Source: an optimization exercise on an open RTL-to-GDS flow (aim: small area). Production flows keep margins and buffers that such runs may drop. In this exercise RTL edits were held to simulation tests only and were not proved equivalent to the original.

==> flow/design.v, too long to show whole: its modules and the start of the top module <==
// module fir: 2707 lines
// module sel3: 3 lines
// module dec: 5 lines
// module hold: 3 lines
// module fa: 4 lines
module fir (
    input        clk,
    input        rst_n,
    input        load_sw,
    input  [7:0] data_in,
    input  [7:0] coff_in,
    output [7:0] data_out
);
  // ...
==> flow/flow/run.sh <==
#!/bin/bash
# Own layout flow: the standard flow (standard.sh) unchanged, except that
# synthesis maps the RTL helper modules onto single cells (cells_map.v):
# sel3 -> a222oi (y = ~(a1&b1 | a2&b2 | a3&b3)), hold -> mux2, dec -> nor2b/and2,
# which ABC does not find on its own.  Registers, their names and cell types are those
# of the standard synthesis.
set -euo pipefail
W=$(pwd)

# synthesis script: synth_recipe.tcl with one techmap step inserted right
# after ORFS's synthesis (while the hierarchy is still kept)
awk -v map="$W/flow/cells_map.v" -v top="$FLOW_TOP" '
  { print }
  /^source .*synth\.tcl/ { print "techmap -map " map " " top; n++ }
  END { if (n != 1) exit 1 }' synth_recipe.tcl > own_synth.tcl

# standard.sh with that synthesis script
sed "s#SYNTH_SCRIPT=[^ ]*synth_recipe.tcl#SYNTH_SCRIPT=$W/own_synth.tcl#" standard.sh > own_standard.sh
grep -q "SYNTH_SCRIPT=$W/own_synth.tcl" own_standard.sh

bash own_standard.sh synth > synth.log 2>&1
grep -q a222oi orfs/results/*/fir/base/1_2_yosys.v
bash own_standard.sh finish > layout.log 2>&1
test -s out/final.def
==> flow/flow/cells_map.v <==
// Map the RTL's small helper modules onto single sky130 cells.

// y = ~((a1 & b1) | (a2 & b2) | (a3 & b3))
(* techmap_celltype = "sel3" *)
module _sel3_to_a222oi (a1, b1, a2, b2, a3, b3, y);
  input a1, b1, a2, b2, a3, b3;
  output y;
  sky130_fd_sc_hd__a222oi_1 _TECHMAP_REPLACE_ (
    .A1(a1), .A2(b1), .B1(a2), .B2(b2), .C1(a3), .C2(b3), .Y(y));
endmodule

// d = l ? q : n
(* techmap_celltype = "hold" *)
module _hold_to_mux2 (l, q, n, d);
  input l, q, n;
  output d;
  sky130_fd_sc_hd__mux2_1 _TECHMAP_REPLACE_ (.A0(n), .A1(q), .S(l), .X(d));
endmodule

// sa = xa & ~xb, sb = ~xa & xb, sab = xa & xb
(* techmap_celltype = "dec" *)
module _dec_to_cells (xa, xb, sa, sb, sab);
  input xa, xb;
  output sa, sb, sab;
  sky130_fd_sc_hd__nor2b_1 a (.A(xb), .B_N(xa), .Y(sa));
  sky130_fd_sc_hd__nor2b_1 b (.A(xa), .B_N(xb), .Y(sb));
  sky130_fd_sc_hd__and2_1 ab (.A(xa), .B(xb), .X(sab));
endmodule
==> flow/standard.sh <==
#!/bin/bash
# synth_recipe.tcl (not shown) runs the flow's synth.tcl, then flattens the netlist and writes it again
# the make line also repeats each setting of config.mk as NAME=value (left out here)
make -C /OpenROAD-flow-scripts/flow DESIGN_CONFIG=/design/flow/config.mk WORK_HOME=/design/flow/orfs CLKGATE_MAP_FILE= SYNTH_SCRIPT=/design/flow/synth_recipe.tcl "${@:-finish}"
==> flow/config.mk <==
export PLATFORM = sky130hd
export DESIGN_NAME = fir
export DESIGN_NICKNAME = fir
export VERILOG_FILES = /design/flow/design.v
export SDC_FILE = /design/flow/constraint.sdc
export NUM_CORES = 4
export LEC_CHECK = 0
export ABC_AREA = 1
export CAP_MARGIN = 20
export CORE_MARGIN = 2
export CORE_UTILIZATION = 40
export GPL_TIMING_DRIVEN = 0
export SLEW_MARGIN = 20
export SYNTH_HIERARCHICAL = 1
==> flow/constraint.sdc <==
create_clock -name core_clock -period 7.0 [get_ports {clk}]
set_input_delay 1.4000 -clock core_clock [delete_from_list [all_inputs] [get_ports {clk}]]
set_output_delay 1.4000 -clock core_clock [all_outputs]
set_load 0.01 [all_outputs]
==> insert_results.sql, run 1 <==
INSERT INTO impl_metrics (metric_group, metric, value, unit) VALUES
('cells_and_area', 'final_util', '44.6', '%'),
('detailed_routing', 'antenna_violating_nets_left', '0', ''),
('floorplanning', 'floorplan.die.width', '270', 'um'),
('timing', 'fin_ws', '615', 'ps'),
('timing', 'count_of_endpoints_failing_setup_in_the_final_report', '0', ''),
('setup_path', 'timing.critical_path.slowest_cell_delay', '680', 'ps'),
('setup_path', 'setup.worst_path.start_class', 'register', ''),
('cells_and_area', 'multi_input_area_share', '65.7', '%'),
('setup_path', 'path_cells', 'nor2b_1 -> a222oi_1 -> fa_1 -> fa_1 -> fa_1 -> fa_1 -> fa_1 -> fa_1 -> fa_1 -> fa_1 -> fa_1 -> fa_1', ''),
('cells_and_area', 'multi_input_combinational_cell_count', '1542', ''),
('global_routing', 'use_met2', '45.3', '%'),
('timing', 'final_period_minus_worst_setup_slack', '6380', 'ps'),
('setup_path', 'setup.worst_path.start', 'smp[2][1]$_DFF_P_', ''),
('setup_path', 'largest_delay_share_family_worst_path', 'adder cells', ''),
('floorplanning', 'top_level_ports', '27', ''),
('cells_and_area', 'seqAreaFraction', '24.4', '%'),
('setup_path', 'rr_startpoint', 'smp[2][1]$_DFF_P_', ''),
('global_routing', 'number_of_antenna_violations_at_the_first_check_in_global_routing', '1', ''),
('cells_and_area', 'final_cell_mix', 'fa_1, a222oi_1, dfxtp_1', ''),
('detailed_routing', 'num_vias', '21421', ''),
('setup_path', 'reg2reg_slack', '620', 'ps'),
('timing', 'final.period_utilization', '91.2', '%'),
('setup_path', 'crit_end', 'r8_1$_DFF_P_', ''),
('cells_and_area', 'final_cells', '2971', ''),
('detailed_routing', 'dr.pass1.iters', '17', ''),
('setup_path', 'rr_endpoint', 'r8_1$_DFF_P_', ''),
('status', 'outcome', 'timing/DRC/antenna clean', ''),
('placement', 'dp.cells', '2893', ''),
('setup_path', 'critPathMostFrequentCell', 'fa_1', ''),
('cells_and_area', 'finish.instance_area', '31300', 'um^2'),
('timing', 'maxSlewHeadroom', '28.4', '%'),
('flow_run', 'max-cap-violations', '0', ''),
('cells_and_area', 'ff_latch_area', '7650', 'um^2'),
('timing', 'worst_clock_skew_on_the_final_layout', '19.6', 'ps'),
('timing', 'setup_repair_after_global_routing_missed_its_margin', 'false', ''),
('setup_path', 'worst-path-stages', '12', '');
==> run 2, diff against run 1 <==
--- a/flow/config.mk
+++ b/flow/config.mk
@@ -8,7 +8,9 @@
 export ABC_AREA = 1
 export CAP_MARGIN = 20
 export CORE_MARGIN = 2
-export CORE_UTILIZATION = 40
+export CORE_UTILIZATION = 35
+export CTS_BUF_LIST = sky130_fd_sc_hd__clkbuf_4 sky130_fd_sc_hd__clkbuf_8
 export GPL_TIMING_DRIVEN = 0
+export PLACE_DENSITY = 0.45
 export SLEW_MARGIN = 20
 export SYNTH_HIERARCHICAL = 1
==> insert_results.sql, run 2 <==
INSERT INTO impl_metrics (metric_group, metric, value, unit) VALUES
('status', 'outcome', 'timing/DRC/antenna clean', ''),
('global_routing', 'number_of_antenna_violations_at_the_first_check_in_global_routing', '4', ''),
('floorplanning', 'die_area', '83300', 'um^2'),
('floorplanning', 'floorplan.die.width', '289', 'um'),
('clock_tree', 'post_cts_resize_count', '0', ''),
('clock_tree', 'htreeDepth', '3', ''),
('min_path', 'timing.hold.worst.start', 'smp[4][7]$_DFF_P_', ''),
('clock_tree', 'postCtsSetupBuffers', '0', ''),
('setup_path', 'cpMaxStageDelayCell', 'nor2b_1', ''),
('timing', 'fmaxAchievable', '156', 'MHz'),
('clock_tree', 'cts_inserted_buffers', '68', ''),
('clock_tree', 'tritoncts', 'yes', ''),
('setup_path', 'setup.worst_path.class', 'reg2reg', ''),
('clock_tree', 'cts_hold_fix_bufs', '0', ''),
('detailed_routing', 'drt_iter0_markers', '6568', ''),
('placement', 'routabilityCongestion', '0.966', ''),
('setup_path', 'worstPathMaxFanout', '8', ''),
('global_routing', 'pin_count_of_the_biggest_net_entering_global_routing', '76', ''),
('timing', 'final_max_slew_viol_count', '0', ''),
('setup_path', 'rr_startpoint', 'smp[2][3]$_DFF_P_', ''),
('timing', 'maxSlewHeadroom', '34.1', '%'),
('placement', 'place_hpwl', '92300', 'um'),
('clock_tree', 'clock_insertion_delay_worst_skew', '670', 'ps'),
('synth', 'synth.yosys.warnings', '11', ''),
('timing', 'final_period_minus_worst_setup_slack', '6410', 'ps'),
('detailed_routing', 'wire_per_inst', '37.4', 'um'),
('global_routing', 'grt_pass1_wl', '168000', 'um'),
('synth', 'syn_avg_cell_area', '14.7', 'um^2'),
('global_routing', 'grt_remaining_overflow', '0', ''),
('cells_and_area', 'layout.filler_cells', '7565', ''),
('timing', 'tns', '0', 'ps'),
('timing', 'final_hold_viol_count', '0', ''),
('setup_path', 'critPathMostFrequentCell', 'fa_1', ''),
('detailed_routing', 'num_vias', '21512', ''),
('cells_and_area', 'most_frequent_standard_cell_in_the_layout_excluding_fill_and_tap_cells', 'fa_1', ''),
('setup_path', 'crit_buf_inv', '0', ''),
('timing', 'timing_worst_slew_pin_value', '989', 'ps'),
('cells_and_area', 'layout_top_registers', 'coff: 128 flops, smp: 128 flops', ''),
('detailed_routing', 'dr.pass1.iters', '17', ''),
('cells_and_area', 'final_layout_size_suffix_gt1_share', '6.92', '%'),
('setup_path', 'setup.worst_path.start', 'smp[2][3]$_DFF_P_', ''),
('timing', 'setup_repair_after_global_routing_missed_its_margin', 'false', ''),
('timing', 'final.period_utilization', '91.6', '%'),
('clock_tree', 'cts_root_buf', 'clkbuf_8', ''),
('setup_path', 'reg2reg_slack', '590', 'ps'),
('cells_and_area', 'final_util', '39.2', '%'),
('floorplanning', 'initial_core_utilization', '35.3', '%'),
('floorplanning', 'core_area', '80400', 'um^2'),
('setup_path', 'largest_delay_share_family_worst_path', 'adder cells', ''),
('cells_and_area', 'final_cell_mix', 'fa_1, a222oi_1, dfxtp_1', ''),
('detailed_routing', 'drt-vias-per-instance', '6.85', ''),
('setup_path', 'worst_setup_path_end_kind', 'register', ''),
('detailed_routing', 'postRouteWirelength', '117000', 'um'),
('global_routing', 'globalRouteTotalUtil', '28.4', '%'),
('clock_tree', 'clockBufferDepth', '3', ''),
('setup_path', 'path_cells', 'nor2b_1 -> a222oi_1 -> fa_1 -> fa_1 -> fa_1 -> fa_1 -> fa_1 -> fa_1 -> fa_1 -> fa_1 -> fa_1 -> fa_1', ''),
('synth', 'postSynthNetCount', '2572', ''),
('clock_tree', 'cts.clk_slew.worst_paths', '70', 'ps'),
('floorplanning', 'top_level_ports', '27', ''),
('floorplanning', 'num_rows', '104', ''),
('min_path', 'min_path_type', 'reg2reg', ''),
('detailed_routing', 'antenna_violating_nets_left', '0', ''),
('clock_tree', 'cts.sinks', '350', ''),
('global_routing', 'vias_in_the_first_global_route', '22118', ''),
('timing', 'worst_clock_skew_on_the_final_layout', '45.2', 'ps'),
('cells_and_area', 'flow.area_growth_from_synthesis', '11.3', '%'),
('floorplanning', 'chipHeight', '289', 'um'),
('cells_and_area', 'finalNetCount', '2671', ''),
('synth', 'synthCells', '1925', ''),
('flow_run', 'max-cap-violations', '0', ''),
('min_path', 'hold_end', 'smp[5][7]$_DFF_P_', ''),
('setup_path', 'worst-endpoint-required', '7540', 'ps'),
('setup_path', 'arrival', '6950', 'ps'),
('setup_path', 'worst-r2r-cell-count', '12', ''),
('detailed_routing', 'remaining_drc_errors', '0', ''),
('setup_path', 'setup.worst_path.start_class', 'register', ''),
('setup_path', 'timing.critical_path.slowest_cell_delay', '650', 'ps'),
('setup_path', 'rr_endpoint', 'r8_1$_DFF_P_', ''),
('min_path', 'min_delay_path_depth', '0', ''),
('placement', 'io_buf_count', '26', ''),
('synth', 'synthesis.area', '28400', 'um^2'),
('timing', 'count_of_endpoints_failing_setup_in_the_final_report', '0', '');
==> run 2: metrics by stage <==
| stage | instances | setup slack, ps | hold slack (ps) | area, um^2 |
|---|---|---|---|---|
| floorplan | 1925 | 1530 | 355 | 28400 |
| global placement | 3011 | -1430 | 361 | 30000 |
| detailed placement | 3013 | 678 | 364 | 30000 |
| CTS | 3139 | 639 | 358 | 31600 |
| global route | 3141 | 428 | 374 | 31600 |
| finish | 3141 | 589 | 357 | 31600 |
==> run 2: layout make-up <==
type                            count  area, um^2  share of cell area (%)
Multi-Input combinational cell   1542       20600                    65.2
Sequential cell                   350        7650                    24.2
Clock buffer                      110        1350                    4.28
Tap cell                         1060        1330                    4.20
Timing Repair Buffer               29         333                    1.05
Clock inverter                     16         186                   0.591
Inverter                           24        90.1                   0.285
Buffer                              9        51.3                   0.163
Antenna cell                        1        2.50                 0.00793
==> run 2: metal layers <==
metal  up-vias  wire [um]  global-route usage (%)
met2      1583      53800                    44.2
met5         -          0                       0
li1       8228          -                       -
met4         0       4930                    9.72
met3       257      11400                    5.79
met1     11444      47300                    39.7
==> run 2: worst max path at each step <==
stage                                 endpoint  slack (ps)  cells past startpoint
final                             r8_1$_DFF_P_         590                     12
after floorplan                   r8_1$_DFF_P_        1530                     12
after global placement    coff[5][3]$_DFF_PN0_       -1430                      1
after CTS                        r13_1$_DFF_P_         640                     12
after global routing              r8_1$_DFF_P_         430                     12
after detailed placement          r8_1$_DFF_P_         680                     12
==> run 2: worst register-to-register path: stages (launching register included) <==
cell	delay, ps
dfxtp_1	470
nor2b_1	660
a222oi_1	270
fa_1	500
fa_1	560
fa_1	590
fa_1	470
fa_1	530
fa_1	440
fa_1	510
fa_1	450
fa_1	430
fa_1	430

==> afterwards: timing with drivers on the ports <==
Ports are ideal in the flow. The routed layouts listed here were re-timed in OpenROAD. Step 1: set_driving_cell puts a clkbuf_16 on clk and a buf_2 on each other input, an assumption about the parent block. Step 2, shift: input delay + t, output delay - t, t = (earliest + latest rising clock arrival at the registers) / 2. This alone moves slack from input paths to output paths. Slacks: no drivers / after step 1 / after step 2; pairs: no drivers / after step 1.
| run | shift t [ns] | setup slack, ns | hold WS [ns] | pins driven straight from the clock port |
|---|---|---|---|---|
| run 1 | 0.631 | 0.615 / 0.615 / 0.615 | 0.370 / 0.370 / 0.370 | 1 |
| run 2 | 0.718 | 0.589 / 0.589 / 0.589 | 0.357 / 0.357 / 0.357 | 1 |
After both steps every run listed still meets setup and hold.
